This design comes from an exercise in tuning for small area and a short achievable clock period on the open sky130 flow, not from production work.
The RTL was checked by simulation tests, not by an equivalence proof against the original design.
Power is estimated from default activity; no workload was simulated.

== build 19 ==
## systolic_array
module systolic_array #(
    parameter NUM_ROW = 8,
    parameter NUM_COL = 8,
    parameter IN_WORD_SIZE = 8,
    parameter OUT_WORD_SIZE = 24
)(
    input                                           clk,
    input                                           rst,
    input      [NUM_COL*IN_WORD_SIZE-1:0]           top_inputs,
    input      [NUM_ROW*IN_WORD_SIZE-1:0]           left_inputs,
    output reg                                      compute_done,
    output reg [OUT_WORD_SIZE-1:0]                  cycles_count,
    output     [0:OUT_WORD_SIZE*NUM_ROW*NUM_COL-1]  pe_register_vals
);
localparam W = IN_WORD_SIZE;
localparam ND = NUM_ROW + NUM_COL - 2;    
always @(posedge clk) begin
    if (rst)
        cycles_count <= 0;
    else
        cycles_count <= cycles_count + 1;
end
always @(posedge clk) begin
    if (rst)
        compute_done <= 1'b0;
    else if (cycles_count == 22)
        compute_done <= 1'b1;
end
reg [ND-1:0] rst_hist;
always @(posedge clk)
    rst_hist <= {rst_hist[ND-2:0] | {(ND-1){rst}}, rst};
  ...
export LEC_CHECK = 0
export CAP_MARGIN = 20
export CORE_MARGIN = 2
export CORE_UTILIZATION = 50
export SLEW_MARGIN = 20
export SYNTH_HIERARCHICAL = 1
export SYNTH_MINIMUM_KEEP_SIZE = 0
create_clock -name core_clock -period 10.0 [get_ports {clk}]
standard.sh (not shown) runs the stock make flow with config.mk's settings and CLKGATE_MAP_FILE= SYNTH_SCRIPT=/design/flow/synth_recipe.tcl, a recipe that flattens the netlist after the stock synthesis.
==> flow/flow/run.sh <==
#!/bin/bash
set -euo pipefail
cd "$(dirname "$0")/.."
bash standard.sh "BUFFER_PORTS_ARGS=-buffer_cell sky130_fd_sc_hd__buf_1" \
    SETUP_SLACK_MARGIN=6 finish > orfs_make.log 2>&1
Here is what was changed in the inputs of build 46 compared with build 19.
Settings: SETUP_SLACK_MARGIN newly set to 5.
==> flow/run.sh (new file) <==
#!/bin/bash
# synth_recipe.tcl (not shown) runs the flow's synth.tcl, then flattens the netlist and writes it again
# the make line also repeats each setting of config.mk as NAME=value (left out here)
make -C /OpenROAD-flow-scripts/flow DESIGN_CONFIG=/design/flow/config.mk WORK_HOME=/design/flow/orfs CLKGATE_MAP_FILE= SYNTH_SCRIPT=/design/flow/synth_recipe.tcl finish
removed: flow/flow/run.sh
removed: flow/standard.sh
--- outcome ---
Per the comparison of build 46 with build 19, clock skew now larger; worst setup slack now smaller; total sequential power comparable; number of global-route vias before repair now smaller. Compound-gate portion of the synthesized area came out exactly the same in build 19 and build 46. Category of the critical setup timing path = register to register: build 19; category of the critical setup timing path = input port to register: build 46. In the metrics for build 19 and build 46, the one carrying the higher total power is build 19. Delta (build 46 minus build 19): placed cell count ~0 delta; sum of routed wire length over all layers now smaller.

---

systolic_array, a different RTL version from the one above (not shown whole).
Size: about 21000 cells after synthesis, ~3000 flip-flops, ~1700 I/O pins, about 0.21 mm^2 of cells after synthesis.
## systolic_array
module systolic_array #(
    parameter NUM_ROW = 8,
    parameter NUM_COL = 8,
    parameter IN_WORD_SIZE = 8,
    parameter OUT_WORD_SIZE = 24
)(
    input                                           clk,
    input                                           rst,
    input      [NUM_COL*IN_WORD_SIZE-1:0]           top_inputs,
    input      [NUM_ROW*IN_WORD_SIZE-1:0]           left_inputs,
    output reg                                      compute_done,
    output reg [OUT_WORD_SIZE-1:0]                  cycles_count,
    output     [0:OUT_WORD_SIZE*NUM_ROW*NUM_COL-1]  pe_register_vals
);
localparam W = IN_WORD_SIZE;
localparam ND = NUM_ROW + NUM_COL - 2;    
always @(posedge clk) begin
    if (rst)
        cycles_count <= 0;
    else
        cycles_count <= cycles_count + 1;
end
always @(posedge clk) begin
    if (rst)
        compute_done <= 1'b0;
    else if (cycles_count == 22)
        compute_done <= 1'b1;
end
reg [ND-1:0] rst_hist;
always @(posedge clk)
    rst_hist <= {rst_hist[ND-2:0] | {(ND-1){rst}}, rst};
wire [ND:0] clr = {rst_hist | {ND{rst}}, rst};
genvar i, j;
generate
for (i = 0; i < NUM_ROW; i = i + 1) begin : row
    localparam N = i + NUM_COL - 1;
    reg  [W*N-1:0] dl;
    wire [W*(N+1)-1:0] st = {dl, ~left_inputs[W*i +: W]};
    always @(posedge clk)
        dl <= st[W*N-1:0];
end
for (j = 0; j < NUM_COL; j = j + 1) begin : col
    localparam N = j + NUM_ROW - 1;
    reg  [W*N-1:0] dl;
    wire [W*(N+1)-1:0] st = {dl, ~top_inputs[W*j +: W]};
    always @(posedge clk)
        dl <= st[W*N-1:0];
end
for (i = 0; i < NUM_ROW; i = i + 1) begin : pr
    for (j = 0; j < NUM_COL; j = j + 1) begin : pc
        if (i + j == 0) begin : g0
            mac_unit0 pe (
                .clk (clk),
                .clr (clr[0]),
                .x   (left_inputs[0 +: W]),
                .w   (top_inputs[0 +: W]),
                .sum (pe_register_vals[0 +: OUT_WORD_SIZE])
            );
        end else begin : g
            mac_unit pe (
                .clk (clk),
                .clr (clr[i+j]),
                .xn  (row[i].st[W*(i+j) +: W]),
                .wn  (col[j].st[W*(i+j) +: W]),
  ...
Settings: LEC_CHECK=0, CAP_MARGIN=20, CORE_MARGIN=2, CORE_UTILIZATION=60, SLEW_MARGIN=20, SYNTH_HIERARCHICAL=1, SYNTH_MINIMUM_KEEP_SIZE=0; clock period 10.0 ns.
==> flow/flow/run.sh <==
#!/bin/bash
set -euo pipefail
cd "$(dirname "$0")/.."
bash standard.sh "BUFFER_PORTS_ARGS=-buffer_cell sky130_fd_sc_hd__buf_1" \
    SETUP_SLACK_MARGIN=6 TNS_END_PERCENT=5 finish > orfs_make.log 2>&1
Edit:
CORE_UTILIZATION = 50   (was 60)
=>
- sequential power is about the same
- cell area rose by about 1.1%
- synthesized area is unchanged
- non-clock buffer count fell by 7
- first-iteration DRC count fell by about 12%

---

## rev 12
Another version of the RTL of systolic_array (not shown whole).
Size: about 21000 cells after synthesis, about 1700 I/O pins.
export LEC_CHECK = 0
export CAP_MARGIN = 20
export CORE_MARGIN = 2
export CORE_UTILIZATION = 60
export SLEW_MARGIN = 20
export SYNTH_HIERARCHICAL = 1
export SYNTH_MINIMUM_KEEP_SIZE = 0
create_clock -name core_clock -period 10.0 [get_ports {clk}]
Scripts as last shown in full above: flow/flow/run.sh
--- input diff rev 12..rev 13 ---
# rev 12
export LEC_CHECK = 0
export CAP_MARGIN = 20
export CORE_MARGIN = 2
export CORE_UTILIZATION = 60
export SLEW_MARGIN = 20
export SYNTH_HIERARCHICAL = 1
export SYNTH_MINIMUM_KEEP_SIZE = 0
create_clock -name core_clock -period 10.0 [get_ports {clk}]
# rev 13
export LEC_CHECK = 0
export CAP_MARGIN = 20
export CORE_MARGIN = 2
export CORE_UTILIZATION = 60
export CTS_CLUSTER_DIAMETER = 100
export CTS_CLUSTER_SIZE = 20
export SLEW_MARGIN = 20
export SYNTH_HIERARCHICAL = 1
export SYNTH_MINIMUM_KEEP_SIZE = 0
create_clock -name core_clock -period 10.0 [get_ports {clk}]
--- outcome ---
Rev 13 ended with more fraction of area in non-clock buffers than rev 12.
Between rev 12 and rev 13, the difference in count of antenna diodes in the layout is negligible.
For achievable clock frequency, rev 13 and rev 12 come out practically identical.
Rev 12 has a lower wire length per cell than rev 13.
In terms of final setup slack of the worst path, rev 13 and rev 12 differ only marginally.
Rev 13 against rev 12: clock input transition at the sequential cells of the worst setup and hold paths increased by 0.02 ns relative to the old numbers; utilization shows a reduction of 1.6 points; final worst clock skew moved up; max-slew headroom at the worst pin moved down; final cell count fell 327.

[afterwards: timing with drivers on the ports]
How much do the figures lean on ideal ports? The routed layouts below were timed once more, with nothing changed but the port constraints.
Step 1 sets driving cells, clkbuf_16 on the clock port and buf_2 on the other inputs (assumed; they add their load-dependent delay and slew).
Step 2 adds t to the input delays and takes it off the output delays; t is the mean of the earliest and latest rising clock arrival at the registers after step 1. Input paths then give back, and output paths get back, about the clock's delay inside the block.
Slacks: no drivers / after step 1 / after step 2; pairs: no drivers / after step 1.
run | t, ns | slack for setup (ns) | latest minus earliest clock arrival (ns) | slew at the worst register clock pin (ns) | cell pins on the clock port's net
build 19 | 1.071 | 5.751 / 5.695 / 4.742 | 0.051 / 0.051 | 0.07 / 0.07 | 1
build 46 | 1.086 | 5.077 / 5.128 / 4.083 | 0.078 / 0.078 | 0.07 / 0.07 | 1
the first run of note 2 | 1.056 | 5.683 / 5.578 / 4.707 | 0.061 / 0.061 | 0.07 / 0.07 | 1
the second run of note 2 | 1.085 | 5.684 / 5.563 / 4.719 | 0.049 / 0.049 | 0.07 / 0.07 | 1
rev 12 | 1.063 | 5.795 / 5.731 / 4.828 | 0.067 / 0.068 | 0.08 / 0.08 | 1
rev 13 | 1.054 | 5.793 / 5.729 / 4.830 | 0.079 / 0.079 | 0.09 / 0.09 | 1
After both steps setup and hold are still met in every run listed. For build 19, which loses most, drivers alone change the setup slack by -0.056 ns; drivers and shift together by -1.009 ns.
